Background: an optimization exercise with open tools, aiming at small area, a short achievable clock period and few clock cycles per item. Do not read the settings as production practice. RTL that was checked went through simulation tests only; none was proved equivalent to the original. The clock input has no modelled driver; a real chip could not lean on it and would need a root buffer or a full tree. Power and IR drop assume default switching activity.

Design CompMul, start of the top module:
module CompMul(
	input [31:0] Multiplicand_input,
	input [31:0] Multiplier_input,
	input run,
	input rst,
	input clk,
	output ready,
	output [63:0] Product_output
	);
	reg [31:0] M;         
	reg [31:0] PL;        
	reg [31:0] S;         
	reg [31:0] C;         
	reg [7:0] LC;        
	reg CF;               
	reg iter, fin, done;
	reg [1:0] cnt;
	assign ready = done;
	assign Product_output = {S, PL};
	wire [9:0] lo_sum2 = {1'b0, PL[31:24], 1'b1} + {1'b0, LC, CF};
	wire [8:0] lo_sum = lo_sum2[9:1];
	wire lo_cout = lo_sum[8];
	wire [40:0] fin_sum2 = {S, PL[31:24], 1'b1} + {C, LC, CF};
	wire [31:0] hi_sum = fin_sum2[40:9];
	wire [7:0] fin_lo = fin_sum2[8:1];
	wire [31:0] pp0 = M & {32{PL[0]}};
	wire [31:0] pp1 = M & {32{PL[1]}};
	wire [31:0] pp2 = M & {32{PL[2]}};
	wire [31:0] pp3 = M & {32{PL[3]}};
	wire [31:0] pp4 = M & {32{PL[4]}};
	wire [31:0] pp5 = M & {32{PL[5]}};
	wire [31:0] pp6 = M & {32{PL[6]}};
	wire [31:0] pp7 = M & {32{PL[7]}};
	wire hs0, hc0;
	HA u_hs0 (.a(C[7]), .b(S[7]), .s(hs0), .co(hc0));
	wire fs0, fc0;
	FA u_fs0 (.a(C[8]), .b(S[8]), .c(pp0[8]), .s(fs0), .co(fc0));
	wire fs1, fc1;
	FA u_fs1 (.a(C[9]), .b(S[9]), .c(pp0[9]), .s(fs1), .co(fc1));
	wire fs2, fc2;
	FA u_fs2 (.a(C[10]), .b(S[10]), .c(pp0[10]), .s(fs2), .co(fc2));
	wire fs3, fc3;
	FA u_fs3 (.a(C[11]), .b(S[11]), .c(pp0[11]), .s(fs3), .co(fc3));
	wire fs4, fc4;
	FA u_fs4 (.a(C[12]), .b(S[12]), .c(pp0[12]), .s(fs4), .co(fc4));
	wire fs5, fc5;
	FA u_fs5 (.a(C[13]), .b(S[13]), .c(pp0[13]), .s(fs5), .co(fc5));
	wire fs6, fc6;
	FA u_fs6 (.a(C[14]), .b(S[14]), .c(pp0[14]), .s(fs6), .co(fc6));
	wire fs7, fc7;
	FA u_fs7 (.a(C[15]), .b(S[15]), .c(pp0[15]), .s(fs7), .co(fc7));
	wire fs8, fc8;
	FA u_fs8 (.a(C[16]), .b(S[16]), .c(pp0[16]), .s(fs8), .co(fc8));
	wire fs9, fc9;
	FA u_fs9 (.a(C[17]), .b(S[17]), .c(pp0[17]), .s(fs9), .co(fc9));
	wire fs10, fc10;
	FA u_fs10 (.a(C[18]), .b(S[18]), .c(pp0[18]), .s(fs10), .co(fc10));
	wire fs11, fc11;
	FA u_fs11 (.a(C[19]), .b(S[19]), .c(pp0[19]), .s(fs11), .co(fc11));
	wire fs12, fc12;
	FA u_fs12 (.a(C[20]), .b(S[20]), .c(pp0[20]), .s(fs12), .co(fc12));
	wire fs13, fc13;
	FA u_fs13 (.a(C[21]), .b(S[21]), .c(pp0[21]), .s(fs13), .co(fc13));
	wire fs14, fc14;
  ...
Settings: LEC_CHECK=0, CAP_MARGIN=20, CORE_MARGIN=2, CORE_UTILIZATION=40, SLEW_MARGIN=20, SYNTH_HIERARCHICAL=1, SYNTH_MINIMUM_KEEP_SIZE=0; clock period 10.0 ns.
standard.sh (not shown) runs the stock make flow with config.mk's settings and CLKGATE_MAP_FILE= SYNTH_SCRIPT=/design/flow/synth_recipe.tcl, a recipe that flattens the netlist after the stock synthesis.
==> flow/flow/run.sh <==
#!/bin/bash
# Own layout flow: the standard layout (standard.sh), with two changes:
#  - the port buffers that buffer_ports inserts are of the cell named in flow/knobs
#    (PORT_BUF) instead of the default pick;
#  - repair_timing aims for the setup margin named in flow/knobs (SETUP_MARGIN).
# Each make run writes its full output to a log file in this folder; ORFS's own
# per-step logs stay under orfs/logs/.
set -euo pipefail
source flow/knobs
bash standard.sh \
  "BUFFER_PORTS_ARGS=-buffer_cell $PORT_BUF" \
  "SETUP_SLACK_MARGIN=$SETUP_MARGIN" \
  finish > make_finish.log 2>&1
==> flow/flow/knobs <==
PORT_BUF=sky130_fd_sc_hd__buf_2
SETUP_MARGIN=0
Then changed:
==> flow/flow/knobs (replaced) <==
PORT_BUF=sky130_fd_sc_hd__buf_2
SETUP_MARGIN=7.2
What happened:
- The changed run completed with no timing, DRC or antenna violations
- via count came out higher by 4.2%
- worst setup slack is better by 600 ps
- power came out higher by 11%
- combinational power came out higher by 19%
- global-route usage came out higher by 1.1 points
- synthesized area is unchanged
- synthesized cell count is unchanged
- design area came out higher by 10%
- cell count came out higher by 3.9%
- die area stays the same
Then changed:
==> flow/flow/knobs (replaced) <==
PORT_BUF=sky130_fd_sc_hd__buf_2
SETUP_MARGIN=6.5
=>
- The new run finished clean
- fmax falls slightly
- setup slack gets worse by 65 ps
- power falls by roughly a tenth
No functional check of the RTL was part of any run of this note.


Setup of job 7015:
CompMul, a different RTL version from the one above (not shown whole).
For scale: roughly 1100 cells after synthesis, ~150 flip-flops.
Settings: LEC_CHECK=0, CAP_MARGIN=20, CORE_MARGIN=2, CORE_UTILIZATION=40, CTS_BUF_LIST=sky130_fd_sc_hd__clkbuf_4 sky130_fd_sc_hd__clkbuf_8, SLEW_MARGIN=20, SYNTH_HIERARCHICAL=1, SYNTH_MINIMUM_KEEP_SIZE=0; clock period 10.0 ns.
==> flow/flow/knobs <==
PORT_BUF=sky130_fd_sc_hd__buf_2
SETUP_MARGIN=7.0
Scripts as last shown in full above: flow/flow/run.sh
Job 7015 reached the end of the flow, and the finished layout is clean on the timing, design-rule and antenna checks.
## Diff of input files: job 6782 against job 7015
- changing CTS_BUF_LIST from sky130_fd_sc_hd__clkbuf_4 sky130_fd_sc_hd__clkbuf_8 to sky130_fd_sc_hd__clkbuf_16
- setting CTS_CLUSTER_SIZE to 50 for the first time
- changing CORE_UTILIZATION from 40 to 60
- setting CTS_CLUSTER_DIAMETER to 500 for the first time
Notes after the runs:
- [compare] base=job 7015 new=job 6782: final period demand of the worst path shows an increase of 0.0095 ns, met2 usage shows an increase of 14 points.
- Between job 6782 and job 7015, the final routed wirelength across all metal layers is higher for job 7015.
- Looking at final worst setup slack, job 6782 sits 0.0095 ns below job 7015.
- Capture point of the worst path = Product_output[20]: job 7015; capture point of the worst path = Product_output[24]: job 6782
- Summary: with job 7015 as the reference, count of fill cells added during filler insertion in job 6782 moved down by more than a quarter.
> inputs changed (job 6782 -> job 2596)
- a change of CORE_UTILIZATION from 60 to 40
- a change of CTS_CLUSTER_SIZE from 50 to 40
- a change of CTS_CLUSTER_DIAMETER from 500 to 300
==> flow/flow/knobs <==
PORT_BUF=sky130_fd_sc_hd__buf_1
SETUP_MARGIN=7.0
==> run notes <==
Job 2596 vs. job 6782: proportion of total power due to net switching went down by 0.79 points. Job 2596: done, clean on timing, DRC and antenna. Diff job 6782 -> job 2596 | net switching component of the power | decrease of 46 uW. [compare] base=job 6782 new=job 2596: first-pass GRT wire length picked up an extra 3.9%; minimum period implied by the final worst setup slack lost 0.071 ns.
The following lists how job 5447 was set up differently from job 2596:
- a deleted CTS_CLUSTER_DIAMETER that had been 300
- a deleted CTS_CLUSTER_SIZE that had been 40
- a change of CTS_BUF_LIST from sky130_fd_sc_hd__clkbuf_16 to sky130_fd_sc_hd__clkbuf_4 sky130_fd_sc_hd__clkbuf_8
==> flow/flow/knobs <==
PORT_BUF=sky130_fd_sc_hd__buf_2
SETUP_MARGIN=6.5
[summary]
Diff job 2596 and job 5447: slew at the pin closest to its max-slew limit lower in job 2596. Delta (job 5447 minus job 2596): register-to-register setup slack lost 0.36 ns, critical path depth in cells picked up an extra 6, portion of the clock cycle consumed by the worst path in the final layout picked up an extra 3.0 points, worst hold margin lost 0.011 ns, power lost 86 uW.
Here is what was changed in the inputs of job 8649 compared with job 5447.
- setting CTS_CLUSTER_SIZE to 40 for the first time
- changing CTS_BUF_LIST from sky130_fd_sc_hd__clkbuf_4 sky130_fd_sc_hd__clkbuf_8 to sky130_fd_sc_hd__clkbuf_16
- setting CTS_CLUSTER_DIAMETER to 300 for the first time
==> flow/flow/knobs <==
PORT_BUF=sky130_fd_sc_hd__buf_2
SETUP_MARGIN=7.0
Findings:
When the final numbers for job 5447 and job 8649 were put side by side, the maximum number of pins on one net before global-route repair turned out to be greater in job 5447. Comparing job 5447 against job 8649, there is no change at all in final-report hold violation count. Going from job 5447 to job 8649, overall routing resource usage moved down, placement-stage worst setup slack moved down.
Function was not checked in any run of this note: the RTL went through the layout flow alone.


Another version of the RTL of CompMul (not shown whole).
Size in the first run: roughly 1300 cells after synthesis, ~130 I/O pins, roughly 0.013 mm2 of cells after synthesis.
export LEC_CHECK = 0
export CAP_MARGIN = 20
export CORE_MARGIN = 2
export CORE_UTILIZATION = 40
export CTS_BUF_LIST = sky130_fd_sc_hd__clkbuf_16
export CTS_CLUSTER_DIAMETER = 300
export CTS_CLUSTER_SIZE = 40
export GPL_TIMING_DRIVEN = 1
export SLEW_MARGIN = 20
export SYNTH_HIERARCHICAL = 1
export SYNTH_MINIMUM_KEEP_SIZE = 0
create_clock -name core_clock -period 10.0 [get_ports {clk}]
==> flow/flow/run.sh <==
#!/bin/bash
# Own layout flow: the standard layout (standard.sh) with these changes:
#  - the port buffers that buffer_ports inserts are of the cell named in flow/knobs
#    (PORT_BUF) instead of the default pick;
#  - repair_timing aims for the setup margin named in flow/knobs (SETUP_MARGIN);
#  - the clock tree step runs flow/cts_manual.tcl: the clock port drives
#    CLOCK_ROOTS clkbuf_16 buffers, each driving CLOCK_LEAVES clkbuf_16 buffers that
#    drive the registers of one region each (every register two buffers away),
#    instead of TritonCTS's tree (then the same repair as ORFS's step).
# Each make run writes its full output to a log file of its own in this folder;
# ORFS's own per-step logs stay under orfs/logs/.
set -euo pipefail
source flow/knobs
export OWN_FLOW_DIR="$PWD/flow"
export CLOCK_ROOTS CLOCK_LEAVES
ARGS=("BUFFER_PORTS_ARGS=-buffer_cell $PORT_BUF" "SETUP_SLACK_MARGIN=$SETUP_MARGIN")
bash standard.sh "${ARGS[@]}" place > make_place.log 2>&1
bash standard.sh "${ARGS[@]}" run RUN_SCRIPT="$PWD/flow/cts_manual.tcl" RUN_LOG_NAME_STEM=4_1_cts > make_cts.log 2>&1
bash standard.sh "${ARGS[@]}" finish > make_finish.log 2>&1
==> flow/flow/knobs <==
PORT_BUF=sky130_fd_sc_hd__buf_1
SETUP_MARGIN=7.0
CLOCK_ROOTS=4
CLOCK_LEAVES=2
Other scripts of this flow, unchanged in this note and not shown: flow/flow/cts_manual.tcl, flow/flow/mktree.tcl
The baseline finished clean.
Testbench counts at the start, summed over its fixed seeds: cycles 14,400, items 2,400.
Edit:
CORE_UTILIZATION = 65   (was 40)
GPL_TIMING_DRIVEN = not set   (was 1)
=> The new run went through all stages and came out clean. Maximum frequency came out higher by 1.5%. Clock power decreases by about 0.9%. Clock skew falls by 0.0035 ns. First-iteration DRC count increases by 12%. Routed wire length goes down by 3.1%. Final area decreases by 2.1%. Core utilization went up by 26 points. Via count climbs by 3.5%.
Edit:
==> flow/flow/knobs (replaced) <==
PORT_BUF=sky130_fd_sc_hd__buf_1
SETUP_MARGIN=6.9
CLOCK_ROOTS=4
CLOCK_LEAVES=2
CORE_UTILIZATION = 40   (was 65)
After rerunning: Register-to-register slack got worse by 0.05 ns; final area is higher by 1.6%; global-route usage is lower by 12 points; first-iteration DRC count is lower by 11%; clock power stays flat; critical path depth is higher by 6; combinational power is about the same; hold slack barely changes; flip-flop and latch count is unchanged; cell count is higher by 12%; synthesized area does not change.
In every run of this note, the design's own scripts or RTL, not TritonCTS, make the clock network.


Setup of nickel:
CompMul again, from the RTL that the note above started with.
clock: 10.0 ns
lec_check: 0
cap_margin: 20
core_margin: 2
core_utilization: 40
cts_buf_list: sky130_fd_sc_hd__clkbuf_16
cts_cluster_diameter: 300
cts_cluster_size: 40
slew_margin: 20
synth_hierarchical: 1
synth_minimum_keep_size: 0
==> flow/flow/run.sh <==
#!/bin/bash
# Own layout flow: the standard layout (standard.sh), with two changes:
#  - the port buffers that buffer_ports inserts are of the cell named in flow/knobs
#    (PORT_BUF) instead of the default pick;
#  - repair_timing aims for the setup margin named in flow/knobs (SETUP_MARGIN).
# Each make run writes its full output to a log file in this folder; ORFS's own
# per-step logs stay under orfs/logs/.
set -euo pipefail
source flow/knobs
bash standard.sh \
  "BUFFER_PORTS_ARGS=-buffer_cell $PORT_BUF" \
  "SETUP_SLACK_MARGIN=$SETUP_MARGIN" \
  finish > make_finish.log 2>&1
==> flow/flow/knobs <==
PORT_BUF=sky130_fd_sc_hd__buf_1
SETUP_MARGIN=6.85
nickel went all the way through the flow, and no timing, DRC or antenna check failed.
Testbench counts of nickel, summed over its fixed seeds: cycles 14,400, items 2,400.
Edits applied to the flow inputs when going from nickel to harbor:
==> flow/flow/knobs <==
PORT_BUF=sky130_fd_sc_hd__buf_1
SETUP_MARGIN=7.0
==> run notes <==
harbor finished every step from synthesis to the final layout, and the layout passed the timing, design-rule and antenna checks. Looking at number of buffers other than clock buffers in the final layout, harbor sits 12 above nickel. As far as number of design rule violations left after detail routing is concerned, nickel and harbor perform about the same. Fraction of power consumed by sequential logic: nickel vs harbor — no meaningful difference. harbor against nickel: total power moved up, synthesized cell count level, worst-case setup slack after placement level, setup slack after layout moved up, share of power burned in combinational logic moved up. harbor falls short of nickel in final standard cell area without fillers.
The inputs of cedar differ from those of harbor as listed below.
==> flow/flow/knobs <==
PORT_BUF=sky130_fd_sc_hd__buf_1
SETUP_MARGIN=7.15
==> comparison <==
The non-clock buffer count in cedar sits 37% above the value recorded for harbor.
Worst hold margin delta (cedar − harbor): favourable
Lower number of nets in the layout among cedar and harbor: harbor
Looking at combinational cell fraction of total power, cedar sits 4.9 points higher than harbor does.


CompMul, a different RTL version from the one above (not shown whole).
Size: ~1300 cells after synthesis, ~150 flip-flops, ~130 I/O pins.
Design CompMul, start of the top module:
module CompMul(
	input [31:0] Multiplicand_input,
	input [31:0] Multiplier_input,
	input run,
	input rst,
	input clk,
	output ready,
	output [63:0] Product_output
	);
export LEC_CHECK = 0
export CAP_MARGIN = 20
export CORE_MARGIN = 2
export CORE_UTILIZATION = 65
export CTS_BUF_LIST = sky130_fd_sc_hd__clkbuf_4 sky130_fd_sc_hd__clkbuf_8
export SLEW_MARGIN = 20
export SYNTH_HIERARCHICAL = 1
export SYNTH_MINIMUM_KEEP_SIZE = 0
create_clock -name core_clock -period 10.0 [get_ports {clk}]
==> flow/flow/knobs <==
PORT_BUF=sky130_fd_sc_hd__buf_2
SETUP_MARGIN=6.5
Scripts as last shown in full above: flow/flow/run.sh
Testbench counts at the start, summed over its fixed seeds: cycles 14,400, items 2,400.
Rerun with:
- CORE_UTILIZATION: 65 -> 40
Effect: The changed run finished clean. Final area increases by 1.1%. First-iteration DRC count drops by 7.6%. Setup slack improved by 0.018 ns. Hold slack improved by 0.020 ns. Clock skew rose by 0.0048 ns. Area after synthesis is unchanged. Die area rose by 61%. Sequential share of layout area fell by 0.22 points. Count of clock-buffer cells in the layout does not change. Critical path depth went down by 2.


CompMul, a different RTL version from the one above (not shown whole).
Size in the first run: about 1300 cells after synthesis, roughly 160 flip-flops, about 130 I/O pins, about 0.014 mm^2 of cells after synthesis.
clock: 10.0 ns
lec_check: 0
cap_margin: 20
core_margin: 2
core_utilization: 40
cts_buf_list: sky130_fd_sc_hd__clkbuf_16
cts_cluster_diameter: 300
cts_cluster_size: 40
slew_margin: 20
synth_hierarchical: 1
synth_minimum_keep_size: 0
==> flow/flow/knobs <==
PORT_BUF=sky130_fd_sc_hd__buf_1
SETUP_MARGIN=6.85
Scripts as last shown in full above: flow/flow/run.sh
The baseline completed with no timing, DRC or antenna violations.
Testbench counts at the start, summed over its fixed seeds: cycles 14,400, items 2,400.
Next try:
==> flow/flow/knobs (replaced) <==
PORT_BUF=sky130_fd_sc_hd__buf_1
SETUP_MARGIN=7.0
Final cell count came out higher by 2.0%; cell area came out higher by 4.0%; first-iteration DRC count came out higher by 11%; maximum frequency came out higher by 2.8%; global-route usage came out higher by 1.1 points; register-to-register slack improved by 0.08 ns; clock skew came out lower by 0.0036 ns; synthesized cell count does not change; utilization came out higher by 1.8 points; wire length came out higher by 5.0%; hold slack improved by 0.031 ns.

afterwards: timing with drivers on the ports:
Ports are ideal in the flow. The routed layouts listed here were re-timed in OpenROAD. Step 1, drivers: a clkbuf_16 drives clk and a buf_2 each remaining input, both assumed. Step 2 moves the port delays by t, midway between the first and last clock arrival at a register: inputs arrive t later, outputs are due t later. That takes back most of the time a late clock gives input paths. a / b / c = ideal / step 1 / step 2; a / b = the first two.
| run | t, ns | setup slack, ns | hold slack, ns | worst register clock-pin slew, ns |
|---|---|---|---|---|
| the first run of note 1 | 0.484 | 6.009 / 5.954 / 6.205 | 0.482 / 0.482 / 0.482 | 0.07 / 0.07 |
| the second run of note 1 | 0.479 | 6.613 / 6.613 / 6.613 | 0.501 / 0.501 / 0.501 | 0.07 / 0.07 |
| the third run of note 1 | 0.484 | 6.548 / 6.548 / 6.548 | 0.480 / 0.480 / 0.480 | 0.07 / 0.07 |
| job 7015 | 0.530 | 6.940 / 6.892 / 6.770 | 0.527 / 0.527 / 0.527 | 0.10 / 0.10 |
| job 6782 | 0.491 | 6.930 / 6.882 / 6.804 | 0.530 / 0.530 / 0.530 | 0.08 / 0.08 |
| job 2596 | 0.478 | 7.001 / 6.952 / 6.736 | 0.517 / 0.517 / 0.517 | 0.07 / 0.07 |
| job 5447 | 0.518 | 6.700 / 6.700 / 6.700 | 0.506 / 0.506 / 0.506 | 0.10 / 0.10 |
| job 8649 | 0.478 | 6.974 / 6.924 / 6.807 | 0.524 / 0.524 / 0.524 | 0.07 / 0.07 |
| the first run of note 3 | 0.384 | 7.028 / 6.926 / 6.901 | 0.507 / 0.507 / 0.507 | 0.10 / 0.10 |
| the second run of note 3 | 0.386 | 7.071 / 6.967 / 6.770 | 0.505 / 0.505 / 0.505 | 0.09 / 0.09 |
| the third run of note 3 | 0.384 | 7.022 / 6.930 / 6.904 | 0.507 / 0.507 / 0.507 | 0.10 / 0.10 |
| nickel | 0.492 | 6.873 / 6.823 / 6.909 | 0.499 / 0.499 / 0.499 | 0.08 / 0.08 |
| harbor | 0.486 | 6.972 / 6.922 / 6.901 | 0.515 / 0.515 / 0.515 | 0.08 / 0.08 |
| cedar | 0.489 | 6.989 / 6.938 / 6.923 | 0.525 / 0.525 / 0.525 | 0.08 / 0.08 |
| the first run of note 5 | 0.512 | 6.627 / 6.627 / 6.627 | 0.471 / 0.471 / 0.471 | 0.10 / 0.10 |
| the second run of note 5 | 0.517 | 6.645 / 6.645 / 6.645 | 0.491 / 0.491 / 0.491 | 0.11 / 0.11 |
| the first run of note 6 | 0.514 | 6.872 / 6.816 / 6.906 | 0.527 / 0.527 / 0.527 | 0.08 / 0.08 |
| the second run of note 6 | 0.506 | 6.957 / 6.905 / 6.994 | 0.558 / 0.558 / 0.558 | 0.08 / 0.08 |
After both steps setup and hold are still met in every run listed. For the second run of note 3, which loses most, drivers alone change the setup slack by -0.104 ns; drivers and shift together by -0.301 ns.
